Background: an optimization exercise with open tools, aiming at small area. Do not read the settings as production practice. Only simulation tests tie the RTL to the original design; equivalence was not proved. Power figures rest on the tool's default switching activity, not on a simulated workload.

== v47 ==
// littlecpu
module littlecpu(
  input  logic clk,
  input  logic reset,
  output logic [31:0] imem_addr,
  input  logic [31:0] imem_data,
  output logic [31:0] mem_addr,
  output logic [31:0] mem_wdata,
  output logic [3:0]  mem_wstrb,
  input  logic [31:0] mem_rdata,
  output logic trap
  );
Size in the first run: about 7800 cells after synthesis, ~170 I/O pins, ~91000 um2 of cells after synthesis.
Settings: LEC_CHECK=0, CAP_MARGIN=20, CORE_MARGIN=2, CORE_UTILIZATION=40, SLEW_MARGIN=20; clock period 12.0 ns.
standard.sh (not shown) runs the stock make flow with config.mk's settings and CLKGATE_MAP_FILE= SYNTH_SCRIPT=/design/flow/synth_recipe.tcl, a recipe that flattens the netlist after the stock synthesis.
==> flow/flow/run.sh <==
#!/bin/bash
set -euo pipefail
W=$(pwd)
F=$W/flow
R=$W/orfs/results/$FLOW_PLATFORM/littlecpu/base
LIB=$FLOW_HOME/platforms/$FLOW_PLATFORM/lib/sky130_fd_sc_hd__tt_025C_1v80.lib
YBIN=$FLOW_HOME/../tools/install/yosys/bin
YOSYS=$(command -v yosys || echo $YBIN/yosys)
ABC=$(command -v yosys-abc || echo $YBIN/yosys-abc)
OPENROAD=$(command -v openroad || echo $FLOW_HOME/../tools/install/OpenROAD/bin/openroad)

bash standard.sh synth > $W/std_synth.log 2>&1
cp $R/1_2_yosys.v $W/std_synth.v

prep() {
  python3 $F/fapol.py $W/std_synth.v $W/fapol.v > $W/fapol.log 2>&1
  $YOSYS -p "read_liberty -ignore_miss_func $LIB; write_verilog -noattr $W/models_all.v" > $W/models.log 2>&1
  python3 $F/mkmodels.py $W/models_all.v $W/models_remap.v $W/models_eq.v >> $W/models.log 2>&1
  grep -oE "sky130_fd_sc_hd__[a-z0-9]*df[a-z0-9_]* +\S+" $W/std_synth.v | sort > $W/ff_std.txt
  python3 $F/cutff.py $W/std_synth.v $W/cut_std.v > $W/cut_std.log 2>&1
  $YOSYS -p "read_liberty -lib $LIB; read_verilog $W/cut_std.v; hierarchy -top $FLOW_TOP; \
    techmap -map $W/models_eq.v; techmap; opt_clean; flatten; write_blif $W/cut_std.blif" > $W/blif_std.log 2>&1
}

remap() {
  local t=$1 du
  du=$(grep -A40 "DONT_USE_CELLS +=" $FLOW_HOME/platforms/$FLOW_PLATFORM/config.mk | grep -o "sky130_fd_sc_hd__[a-z0-9_]*" | sed 's/^/-dont_use /' | tr '\n' ' ')
  $YOSYS -p "read_liberty -lib $LIB; read_verilog $W/fapol.v; hierarchy -top $FLOW_TOP; \
    techmap -map $W/models_remap.v; techmap; opt -purge; \
    abc -liberty $LIB $du -script $F/$t.abc; opt_clean -purge; \
    splitnets; opt_clean -purge; \
    hilomap -singleton -hicell sky130_fd_sc_hd__conb_1 HI -locell sky130_fd_sc_hd__conb_1 LO; \
    insbuf -buf sky130_fd_sc_hd__buf_1 A X; \
    write_verilog -noattr -nohex -nodec $W/abc_$t.v" > $W/remap_$t.log 2>&1
  # full-adder polarities again, now against the mapped cells around them
  python3 $F/fapol2.py $LIB $W/abc_$t.v $W/remap_$t.v > $W/fapol2_$t.log 2>&1
  $YOSYS -p "read_liberty -lib $LIB; read_verilog $W/remap_$t.v; hierarchy -top $FLOW_TOP; stat -liberty $LIB" > $W/stat_$t.log 2>&1
  grep -oE "sky130_fd_sc_hd__[a-z0-9]*df[a-z0-9_]* +\S+" $W/remap_$t.v | sort > $W/ff_$t.txt
  cmp $W/ff_std.txt $W/ff_$t.txt > $W/ff_cmp_$t.log 2>&1
  python3 $F/cutff.py $W/remap_$t.v $W/cut_$t.v > $W/cut_$t.log 2>&1
  $YOSYS -p "read_liberty -lib $LIB; read_verilog $W/cut_$t.v; hierarchy -top $FLOW_TOP; \
    techmap -map $W/models_eq.v; techmap; opt_clean; flatten; write_blif $W/cut_$t.blif" > $W/blif_$t.log 2>&1
  $ABC -c "cec $W/cut_std.blif $W/cut_$t.blif" > $W/cec_$t.log 2>&1
  grep -q "Networks are equivalent" $W/cec_$t.log
  NET=$W/remap_$t.v $OPENROAD -no_init -exit $F/sta.tcl > $W/sta_$t.log 2>&1
  local area slack
  area=$(grep "Chip area for module" $W/stat_$t.log | tail -1 | awk '{print $NF}')
  slack=$(grep "^SLACK" $W/sta_$t.log | awk '{print $2}')
  echo "$t $area $slack" >> $W/remap_results.txt
}

best=""
if prep; then
  : > $W/remap_results.txt
  for t in m1 m2 m3 m4 m5 m6; do remap $t || echo "$t failed" >> $W/remap_results.txt; done
  best=$(awk 'NF == 3 && $3 >= 2e-10 { print $2, $1 }' $W/remap_results.txt | sort -g | head -1 | awk '{print $2}')
fi
if [[ -n "$best" ]]; then
  cp $W/remap_$best.v $R/1_2_yosys.v
  echo "remap $best used" > $W/remap_status.txt
else
  echo "no remap used; standard netlist kept" > $W/remap_status.txt
fi
touch $R/1_2_yosys.v
bash standard.sh "BUFFER_PORTS_ARGS=-buffer_cell sky130_fd_sc_hd__buf_1" \
  "CTS_ARGS=-sink_clustering_enable -repair_clock_nets -buf_list sky130_fd_sc_hd__clkbuf_8 -sink_clustering_size 16 -sink_clustering_max_diameter 60 -dont_use_dummy_load" \
  finish > $W/layout.log 2>&1
Other scripts of this flow, unchanged in this note and not shown: flow/flow/cutff.py, flow/flow/fapol.py, flow/flow/fapol2.py, flow/flow/m1.abc, flow/flow/m2.abc, flow/flow/m3.abc, flow/flow/m4.abc, flow/flow/m5.abc, flow/flow/m6.abc, flow/flow/mkmodels.py, flow/flow/sta.tcl
v47 finished every stage and its layout cleared the timing, DRC and antenna checks.
> inputs changed (v47 -> v51)
--- a/flow/flow/run.sh
+++ b/flow/flow/run.sh
@@ -65,3 +65,3 @@
 bash standard.sh "BUFFER_PORTS_ARGS=-buffer_cell sky130_fd_sc_hd__buf_1" \
-  "CTS_ARGS=-sink_clustering_enable -repair_clock_nets -buf_list sky130_fd_sc_hd__clkbuf_8 -sink_clustering_size 16 -sink_clustering_max_diameter 60 -dont_use_dummy_load" \
+  "CTS_ARGS=-sink_clustering_enable -repair_clock_nets -buf_list sky130_fd_sc_hd__clkbuf_8 -sink_clustering_size 14 -sink_clustering_max_diameter 70 -dont_use_dummy_load" \
   finish > $W/layout.log 2>&1
Findings:
Core utilization: v51 vs v47, no meaningful difference. ~same footprint of the multi-input gates in v51 and v47. v51 against v47: non-clock buffer instance count of the final layout higher, global-route wire length before repair roughly the same, fmax lower.
The inputs of v48 differ from those of v51 as listed below.
--- a/flow/flow/run.sh
+++ b/flow/flow/run.sh
@@ -65,3 +65,3 @@
 bash standard.sh "BUFFER_PORTS_ARGS=-buffer_cell sky130_fd_sc_hd__buf_1" \
-  "CTS_ARGS=-sink_clustering_enable -repair_clock_nets -buf_list sky130_fd_sc_hd__clkbuf_8 -sink_clustering_size 14 -sink_clustering_max_diameter 70 -dont_use_dummy_load" \
+  "CTS_ARGS=-sink_clustering_enable -repair_clock_nets -buf_list sky130_fd_sc_hd__clkbuf_8 -sink_clustering_size 12 -sink_clustering_max_diameter 60 -dont_use_dummy_load" \
   finish > $W/layout.log 2>&1
- Overall die width: v51 vs v48, no meaningful difference
- Diff v51..v48 | clock-pin transition on the worst setup and hold timing paths | negligible
- Any difference in wire length of the first global-routing pass between v48 and v51 is small enough to ignore.
- Re count of flip-flops and latches: no difference whatsoever between v48 and v51.
- Against v51, v48 comes in 8 lower on non-clock buffer count.
[inputs] v57 vs v48
- GPL_ROUTABILITY_DRIVEN newly set to 0
--- a/flow/flow/run.sh
+++ b/flow/flow/run.sh
@@ -65,3 +65,3 @@
 bash standard.sh "BUFFER_PORTS_ARGS=-buffer_cell sky130_fd_sc_hd__buf_1" \
-  "CTS_ARGS=-sink_clustering_enable -repair_clock_nets -buf_list sky130_fd_sc_hd__clkbuf_8 -sink_clustering_size 12 -sink_clustering_max_diameter 60 -dont_use_dummy_load" \
+  "CTS_ARGS=-sink_clustering_enable -repair_clock_nets -buf_list sky130_fd_sc_hd__clkbuf_8 -sink_clustering_size 14 -sink_clustering_max_diameter 70 -dont_use_dummy_load" \
   finish > $W/layout.log 2>&1
==> comparison <==
Routed wire length per instance, v57 vs v48: down by a little under 10%. Sort v57 and v48 by layout-stage area growth over the synthesis result asc -> top: v57. Summary of v57 over v48: clock power dropped about 6%, fraction of met3 tracks used by global routing climbed 3.8 points, proportion of layout cells with a drive suffix above 1 dropped 0.46 points. Utilization: v57 vs v48 down 0.28 points.

==> port drivers added, routing unchanged <==
How much do the figures lean on ideal ports? The routed layouts below were timed once more, with nothing changed but the port constraints.
Step 1 assumes that a clkbuf_16 drives the clock port and a buf_2 every other input.
Step 2 times the ports against the registers' clock, not the clock port: input delays grow and output delays shrink by t, the midpoint of the rising clock arrivals with the driver on.
Slacks: ideal / step 1 / step 2; pairs: ideal / step 1.
run	shift t [ns]	slack for setup (ns)	latest minus earliest clock arrival (ns)
v47	1.028	0.544 / 0.544 / -0.340	0.214 / 0.215
v51	1.018	0.509 / 0.509 / -0.245	0.161 / 0.161
v48	1.010	0.402 / 0.402 / -0.223	0.182 / 0.181
v57	0.990	0.494 / 0.494 / 0.176	0.144 / 0.143
With both steps, setup timing fails in v47, v51 and v48, where it was met with ideal ports. For v47, which loses most, drivers alone change the setup slack by 0.000 ns; drivers and shift together by -0.884 ns.
